What follows belongs to an exercise in optimizing a design on an open flow for small area, a short achievable clock period and few clock cycles per item; a production flow would make more cautious choices. In this exercise RTL edits were held to simulation tests only and were not proved equivalent to the original.

==> flow/design.v (outline; a module is shown in full before it is edited, if it fits) <==
// module accelerator: 1361 lines
module accelerator (
    input  logic clk, rst,
    input  logic signed [31:0] a0,
    input  logic signed [31:0] a1,
    input  logic signed [31:0] a2,
    input  logic signed [31:0] a3,
    input  logic signed [31:0] a4,
    input  logic signed [31:0] a5,
    input  logic signed [31:0] a6,
    input  logic signed [31:0] a7,
    input  logic signed [31:0] b0,
    input  logic signed [31:0] b1,
    input  logic signed [31:0] b2,
    input  logic signed [31:0] b3,
    input  logic signed [31:0] b4,
    input  logic signed [31:0] b5,
    input  logic signed [31:0] b6,
    input  logic signed [31:0] b7,
    input  logic start,
    output logic done,
    output logic signed [63:0] result
);
  // ...
==> flow/flow/run.sh <==
#!/bin/bash
set -euo pipefail
MARGIN=${MARGIN:-7.5}
R=orfs/results/sky130hd/accelerator/base
bash standard.sh synth > synth.log 2>&1
cp $R/1_2_yosys.v polfix_in.v
python3 flow/polfix.py polfix_in.v $R/1_2_yosys.v > polfix.log 2>&1
bash standard.sh synth > synth2.log 2>&1
bash standard.sh "BUFFER_PORTS_ARGS=-buffer_cell sky130_fd_sc_hd__buf_1" \
    SETUP_SLACK_MARGIN=$MARGIN finish > layout.log 2>&1
==> flow/flow/polfix.py <==
#!/usr/bin/env python3
"""Remove inverters between full adders in a flat Yosys netlist.

A full adder is self-dual: with all three inputs complemented it gives both
outputs complemented. Yosys's adder extraction leaves inverters between many
sky130 fa cells; this pass chooses, for each fa cell, whether it works on
complemented signals, so that as few inverters as possible are needed, and
rewires the netlist to match. Registers, ports and all other cells are left
as they are.

usage: polfix.py IN.v OUT.v
"""
import re
import sys
import random
from collections import defaultdict

OUT_PINS = {"X", "Y", "Q", "Q_N", "SUM", "COUT", "HI", "LO"}

src = open(sys.argv[1]).read()
mod_start = src.index("module ")
body_start = None
cell_re = re.compile(r"^  (sky130_fd_sc_hd__\w+) (\S+)\s+\((.*?)\n  \);\n", re.S | re.M)
pin_re = re.compile(r"\.(\w+)\(([^()]*)\)")

cells = []
first = None
last = None
for m in cell_re.finditer(src):
    if first is None:
        first = m.start()
    last = m.end()
    typ, name, body = m.group(1), m.group(2), m.group(3)
    pins = [(p, n.strip()) for p, n in pin_re.findall(body)]
    cells.append({"type": typ, "name": name, "pins": pins})
head = src[:first]
tail = src[last:]
# anything between cells other than whitespace would be lost: check
between = cell_re.sub("", src[first:last])
assert between.strip() == "", "unexpected text between cells"
assert tail.strip() == "endmodule", "unexpected text after cells"
assert "assign" not in tail and "assign" not in head.split(");", 1)[1], "assign statements present"

# output ports
outs = set()
for m in re.finditer(r"^\s*output\s+(\[(\d+):(\d+)\]\s+)?(\S+);", head, re.M):
    nm = m.group(4)
    if m.group(1):
        hi, lo = int(m.group(2)), int(m.group(3))
        for i in range(min(hi, lo), max(hi, lo) + 1):
            outs.add(f"{nm}[{i}]")
    else:
        outs.add(nm)

drv = {}
loads = defaultdict(list)  # net -> [(cell index, pin)]
for ci, c in enumerate(cells):
    for p, n in c["pins"]:
        if p in OUT_PINS:
            drv[n] = (ci, p)
        else:
            loads[n].append((ci, p))


def is_inv(ci):
    return cells[ci]["type"].startswith("sky130_fd_sc_hd__inv_")


def is_fa(ci):
    return cells[ci]["type"].startswith("sky130_fd_sc_hd__fa_")


# cells whose output can be complemented by a swap to another cell type:
# type -> (other type, its output pin, area change)
PAIRS = [("xor2_1", "X", "xnor2_1", "Y", 8.7584, 8.7584),
         ("nand2b_1", "Y", "and2b_1", "X", 6.256, 7.5072),
         ("nor2b_1", "Y", "or2b_1", "X", 6.256, 7.5072),
         ("nand2_1", "Y", "and2_1", "X", 3.7536, 6.256),
         ("nor2_1", "Y", "or2_1", "X", 3.7536, 6.256),
         ("a21oi_1", "Y", "a21o_1", "X", 5.0048, 7.5072),
         ("o21ai_0", "Y", "o21a_1", "X", 5.0048, 7.5072),
         ("a22oi_1", "Y", "a22o_1", "X", 7.5072, 8.7584),
         ("nand3_1", "Y", "and3_1", "X", 5.0048, 6.256),
         ("clkbuf_1", "X", "clkinv_1", "Y", 3.7536, 3.7536)]
XSWAP = {}
for t1, p1, t2, p2, a1, a2 in PAIRS:
    XSWAP["sky130_fd_sc_hd__" + t1] = ("sky130_fd_sc_hd__" + t2, p1, p2, a2 - a1)
    XSWAP["sky130_fd_sc_hd__" + t2] = ("sky130_fd_sc_hd__" + t1, p2, p1, a1 - a2)
INV_AREA = 3.7536


def is_xs(ci):
    return cells[ci]["type"] in XSWAP


def pin(ci, p):
    for q, n in cells[ci]["pins"]:
        if q == p:
            return n
    raise KeyError(p)


# roots: nets not driven by an inverter; chains of inverters hang off them
uses = defaultdict(list)     # root -> [(ci, pin, parity)]
chain_invs = defaultdict(list)
fixed = set()


def walk(root, net, par):
    if net in outs:
        fixed.add(root)
    for ci, p in loads[net]:
        if is_inv(ci):
            chain_invs[root].append(ci)
            walk(root, pin(ci, "Y"), par ^ 1)
        else:
            uses[root].append((ci, p, par))


roots = [n for n in set(list(drv) + list(loads)) if not (n in drv and is_inv(drv[n][0]))]
for r in roots:
    walk(r, r, 0)

# the roots this pass rewires: those touching an fa cell, not feeding a port
fa_cells = [ci for ci in range(len(cells)) if is_fa(ci)]
touch = set()
for r in roots:
    if r in fixed:
        continue
    d = drv.get(r)
    if (d and (is_fa(d[0]) or is_xs(d[0]))) or any(is_fa(ci) for ci, _, _ in uses[r]) or chain_invs[r]:
        touch.add(r)
frozen = set()
for r in roots:
    if r in fixed:
        d = drv.get(r)
        if d and is_fa(d[0]):
            frozen.add(d[0])
        for ci, _, _ in uses[r]:
            if is_fa(ci):
                frozen.add(ci)
# an inverter chain may also feed fa pins of a root that we touch; all good.

x = defaultdict(int)
fa_roots = defaultdict(set)
for r in touch:
    d = drv.get(r)
    if d and (is_fa(d[0]) or is_xs(d[0])):
        fa_roots[d[0]].add(r)
    for ci, _, _ in uses[r]:
        if is_fa(ci):
            fa_roots[ci].add(r)


def cost(r):
    d = drv.get(r)
    pol = x[d[0]] if d and (is_fa(d[0]) or is_xs(d[0])) else 0
    c0 = XSWAP[cells[d[0]]["type"]][3] if pol and d and is_xs(d[0]) else 0.0
    for ci, p, par in uses[r]:
        need = par ^ pol ^ (x[ci] if is_fa(ci) else 0)
        if need:
            return INV_AREA + c0
    return c0


before = sum(len(set(chain_invs[r])) for r in touch)
total = sum(cost(r) for r in touch)
rng = random.Random(1)
def outnet(ci):
    for q, n in cells[ci]["pins"]:
        if q in OUT_PINS:
            return n


xs_cells = [ci for ci in range(len(cells)) if is_xs(ci) and outnet(ci) in touch
            and drv.get(outnet(ci), (None,))[0] == ci]
order = [f for f in fa_cells if f not in frozen] + xs_cells
import math
best = dict(x)
best_total = total
T = 2.0
steps = 1500000
for it in range(steps):
    T = 8.0 * (1 - it / steps) + 0.04
    f = order[rng.randrange(len(order))]
    rs = fa_roots[f]
    old = sum(cost(r) for r in rs)
    x[f] ^= 1
    new = sum(cost(r) for r in rs)
    dlt = new - old
    if dlt <= 0 or rng.random() < math.exp(-dlt / T):
        total += dlt
        if total < best_total:
            best_total = total
            best = dict(x)
    else:
        x[f] ^= 1
x = defaultdict(int, best)
total = best_total

# rewrite
dead = set()
for r in touch:
    dead.update(chain_invs[r])
newcells = []
newnets = []
k = 0
for r in sorted(touch):
    d = drv.get(r)
    pol = x[d[0]] if d and (is_fa(d[0]) or is_xs(d[0])) else 0
    if d and is_xs(d[0]) and pol:
        nt, po, pn, _ = XSWAP[cells[d[0]]["type"]]
        cells[d[0]]["type"] = nt
        cells[d[0]]["pins"] = [(pn if q == po else q, n) for q, n in cells[d[0]]["pins"]]
    inv_net = None
    for ci, p, par in uses[r]:
        need = par ^ pol ^ (x[ci] if is_fa(ci) else 0)
        net = r
        if need:
            if inv_net is None:
                k += 1
                inv_net = f"_polfix_n{k}_"
                newnets.append(inv_net)
                newcells.append({"type": "sky130_fd_sc_hd__inv_1", "name": f"_polfix_i{k}_",
                                 "pins": [("A", r), ("Y", inv_net)]})
            net = inv_net
        c = cells[ci]
        c["pins"] = [(q, net if q == p else n) for q, n in c["pins"]]
        # a cell may use the same root on two pins with different needs;
        # replace one pin at a time
for ci in sorted(dead):
    pass

out = [head]
for nn in newnets:
    out.append(f"  wire {nn};\n")
for ci, c in enumerate(cells + newcells):
    if ci < len(cells) and ci in dead:
        continue
    pins = ",\n".join(f"    .{p}({n + ' ' if n.startswith(chr(92)) else n})" for p, n in c["pins"])
    out.append(f"  {c['type']} {c['name']}{' ' if c['name'].startswith(chr(92)) else ''} (\n{pins}\n  );\n")
out.append(tail)
open(sys.argv[2], "w").write("".join(out))
flipped = sum(1 for f in fa_cells if x[f])
nsw = sum(1 for f in xs_cells if x[f])
print(f"polfix: cost (inverter + swap area) {before * INV_AREA:.1f} -> {total:.1f} um2", file=sys.stderr)
print(f"polfix: {len(fa_cells)} fa cells, {flipped} flipped, {nsw} cells swapped, {len(frozen)} frozen; "
      f"inverters on touched nets {before} -> {k}", file=sys.stderr)
==> flow/standard.sh <==
#!/bin/bash
# synth_recipe.tcl (not shown) runs the flow's synth.tcl, then flattens the netlist and writes it again
# the make line also repeats each setting of config.mk as NAME=value (left out here)
make -C /OpenROAD-flow-scripts/flow DESIGN_CONFIG=/design/flow/config.mk WORK_HOME=/design/flow/orfs CLKGATE_MAP_FILE= SYNTH_SCRIPT=/design/flow/synth_recipe.tcl "${@:-finish}"
==> flow/config.mk <==
export PLATFORM = sky130hd
export DESIGN_NAME = accelerator
export DESIGN_NICKNAME = accelerator
export VERILOG_FILES = /design/flow/design.v
export SDC_FILE = /design/flow/constraint.sdc
export NUM_CORES = 4
export LEC_CHECK = 0
export ABC_AREA = 1
export CAP_MARGIN = 20
export CORE_MARGIN = 2
export CORE_UTILIZATION = 40
export SLEW_MARGIN = 20
==> flow/constraint.sdc <==
create_clock -name core_clock -period 12.0 [get_ports {clk}]
set_input_delay 2.4000 -clock core_clock [delete_from_list [all_inputs] [get_ports {clk}]]
set_output_delay 2.4000 -clock core_clock [all_outputs]
set_load 0.01 [all_outputs]
==> notes.md, run 1 <==
status=no timing/DRC/antenna violations; dominant class by area=multi-input gates; clock tree buffer depth=3; Rows=around 110; cells after synthesis=roughly 3500; setup repair after global routing missed its margin=true; Taps Inserted=1070; CTS buffer count=39; clock-cell share of area=3.17%; Worst Tran Pin Value=~1.2 ns; final core utilization=between 40% and 50%; clk_skew=roughly 0.027 ns; GR Util met3=under 10%; 1st-pass router iterations=7; Logic inverters=between 200 and 300; vias after detailed routing=between 30000 and 40000; crit path max fanout=45; HP Class=reg2reg; worst hold slack=0.380 ns; multi-input gate count=about 2700; total grt overflow=0; seq_cells=287; CP Capture Type=flip-flop; Largest regs=R (64), S (64), C (63); Final Max Slew Viols=0; wire per inst=around 31 um; Layout area overhead=16.1%; crit path launch=start; hold_buf cts=0; die area=approximately 86000 sq um; Routed Antenna Nets=0
Testbench counts, summed over its fixed seeds: cycles 10,552, items 960.
==> inputs of run 2 (changes only) <==
==> flow/flow/run.sh (replaced) <==
#!/bin/bash
set -euo pipefail
MARGIN=${MARGIN:-7.7}
R=orfs/results/sky130hd/accelerator/base
bash standard.sh synth > synth.log 2>&1
cp $R/1_2_yosys.v polfix_in.v
python3 flow/polfix.py polfix_in.v $R/1_2_yosys.v > polfix.log 2>&1
bash standard.sh synth > synth2.log 2>&1
bash standard.sh "BUFFER_PORTS_ARGS=-buffer_cell sky130_fd_sc_hd__buf_1" \
    TNS_END_PERCENT=20 SETUP_SLACK_MARGIN=$MARGIN finish > layout.log 2>&1
--- a/flow/config.mk
+++ b/flow/config.mk
@@ -5,7 +5,6 @@
 export SDC_FILE = /design/flow/constraint.sdc
 export NUM_CORES = 4
 export LEC_CHECK = 0
-export ABC_AREA = 1
 export CAP_MARGIN = 20
 export CORE_MARGIN = 2
 export CORE_UTILIZATION = 40
==> run 2 against run 1 <==
  * Sequential share of layout area up 0.11 points
  * Global-route usage down 3.2 points
  * Clock-buffer cell count decreased by 1
  * Critical path type unchanged
  * Still clean
==> notes.md, run 2 <==
cells after synthesis=3163 (-9.8%); Mapped Area=33500 sq um; crit path launch=start; Worst Tran Pin Value=1.14 ns (-0.0872 ns); FF-to-FF setup slack=slightly below 8 ns; drt total wl=about 160000 um; Worst Setup EP=two[7]; initial antenna violation count=5; Min Clock Period, post-route=4.33 ns; die width=approximately 290 um; RR Endpoint=C[41]; WS Path Type=in2reg; Largest regs=R (64), S (64), C (63); Final Max Slew Viols=0 (unchanged); most common cell after layout, fill and taps aside=a22oi_1; clk_skew=0.0468 ns (+0.0201 ns); CTS buffer count=39 (unchanged); die area=86000 sq um (+0.52%); Req. time, crit path=roughly 12 ns; chip height=293 um; largest net degree at the start of global routing=74; clk root buf=clkbuf_16; net count after synthesis=approximately 4300; final setup TNS=0 ns; Worst slew margin=23.1%; synthesized area per cell=approximately 11 sq um; CP arrival=about 4.8 ns; M1 wire length=about 53000 um; Routed Antenna Nets=0 (unchanged); first-pass GRT wire length=~210000 um; Layout area overhead=18.8%; DP Wirelength=~100000 um; fin area=39800 sq um; CP Capture Type=flip-flop; Worst path max stage delay=roughly 0.49 ns; worst hold slack=0.381 ns (+0.000819 ns); worst skew pair latency=~0.61 ns; met3 wire length=between 15000 and 20000 um; status=no timing/DRC/antenna violations; crit path max-delay cell type=a22oi_1; drt initial violations=between 4000 and 5000; layout cell share with drive strength beyond 1=9.23%; DP Worst Slack=~7.0 ns; CP Launch Type=primary input; Multi-input gate area=between 20000 and 30000 sq um; # IOs=580; CTS clk-pin slew, worst paths=about 0.06 ns; crit path max fanout=32 (-29%); vias in the first global route=between 20000 and 30000; 1st-pass router iterations=8 (+1); final core utilization=47.7% (+0.75 points); most frequent cells in the layout=a22oi_1, buf_1, fa_1, xnor2_1, dfxtp_1; gpl congestion=0.980; DR vias/cell=around 6.4; Reg area=slightly above 6000 sq um; I/O Buffers=between 500 and 600; setup ws final=roughly 7.7 ns; MaxCap Viol Count=0; CTS Sinks=287; worst path cell trace=buf_1, and3_1, nor2_4, nor2b_2, buf_4, a22oi_1, nand4_1, o31ai_1; CTS tree=done; wire per inst=33.3 um (+7.2%); routed wl met2=between 60000 and 70000 um; Core ar.=83300 sq um; CTS H-tree lvls=2; HP Class=reg2reg; worst r2r src=two[6]; fmax=0.231 GHz; Final Hold Viols=0; Rows=106 (+0.95%); total grt overflow=0 (unchanged); placed standard-cell area=36100 sq um; Starting Density=between 40% and 50%; overall global routing resource usage=between 30% and 40%; vias after detailed routing=29900 (-2.6%); Synth Warn #=1; Final Cycle Share=36.1%; fill count=a little under 8000; Remaining DRCs=0; Highest Signal Layer=met5; Setup violations, final=0; setup repair after global routing missed its margin=true; final net count=approximately 4700; FF-to-FF path depth=9; clock tree buffer depth=3 (unchanged)
run 2: cell type report:
cell class              count  share of cell area (%)
diodes                      3                  0.0189
multi-input cells        2456                    65.8
clock inverters            22                   0.529
flip-flops and latches    287                    15.3
well taps                1080                    3.40
inverters                  73                   0.718
repair buffers            721                    11.5
clock buffers              50                    2.82
run 2: worst min-delay path by stage:
| stage | to | depth (start not counted) | start |
|---|---|---|---|
| floorplan | R[0] | 0 | S[0] |
| global placement | R[0] | 0 | S[0] |
| detailed placement | R[0] | 0 | S[0] |
| global route | R[0] | 0 | S[0] |
| finish | R[0] | 0 | S[0] |
| CTS | R[0] | 0 | S[0] |
run 2: what timing repair did:
action,CTS,global route
setup buffers,10,95
hold buffers,0,0
gates resized for setup,82,26
setup endpoints to repair,79,59
gates cloned,0,2
pin swaps,1,4
run 2: routing by layer:
layer  track usage (%)  up-vias
met2              51.7     2548
met5             0.113        -
met1              39.6    14700
met4              23.9        6
met3              8.66      688
li1                  -    12000
run 2: worst max-delay path: cells and delay by family:
family / cells / cell delay [ns]
and+or+nand+nor: 4 / 1.11
AOI/OAI and AO/OA: 2 / 0.88
buffers and inverters: 2 / 0.37
run 2: per-stage QoR:
stage	cells
global route	4690
floorplan	3163
finish	4692
global placement	4510
detailed placement	4510
CTS	4592

-- static timing again, ports no longer ideal --
In the flow no input, the clock included, has a driving cell. The finished layouts below were timed again as built, in two steps. Step 1, drivers: a clkbuf_16 drives clk and a buf_2 each remaining input, both assumed. Step 2 moves the port delays by t, midway between the first and last clock arrival at a register: inputs arrive t later, outputs are due t later. That takes back most of the time a late clock gives input paths. a / b / c = no drivers / after step 1 / after step 2; a / b = the first two.
run | shift t [ns] | slack for setup (ns) | slew at the worst register clock pin (ns) | cell pins on the clock port's net
run 1 | 0.629 | 7.536 / 7.502 / 6.872 | 0.07 / 0.07 | 1
run 2 | 0.649 | 7.667 / 7.663 / 7.015 | 0.06 / 0.06 | 1
After both steps every run listed still meets setup and hold. For run 1, which loses most, drivers alone change the setup slack by -0.034 ns; drivers and shift together by -0.664 ns.
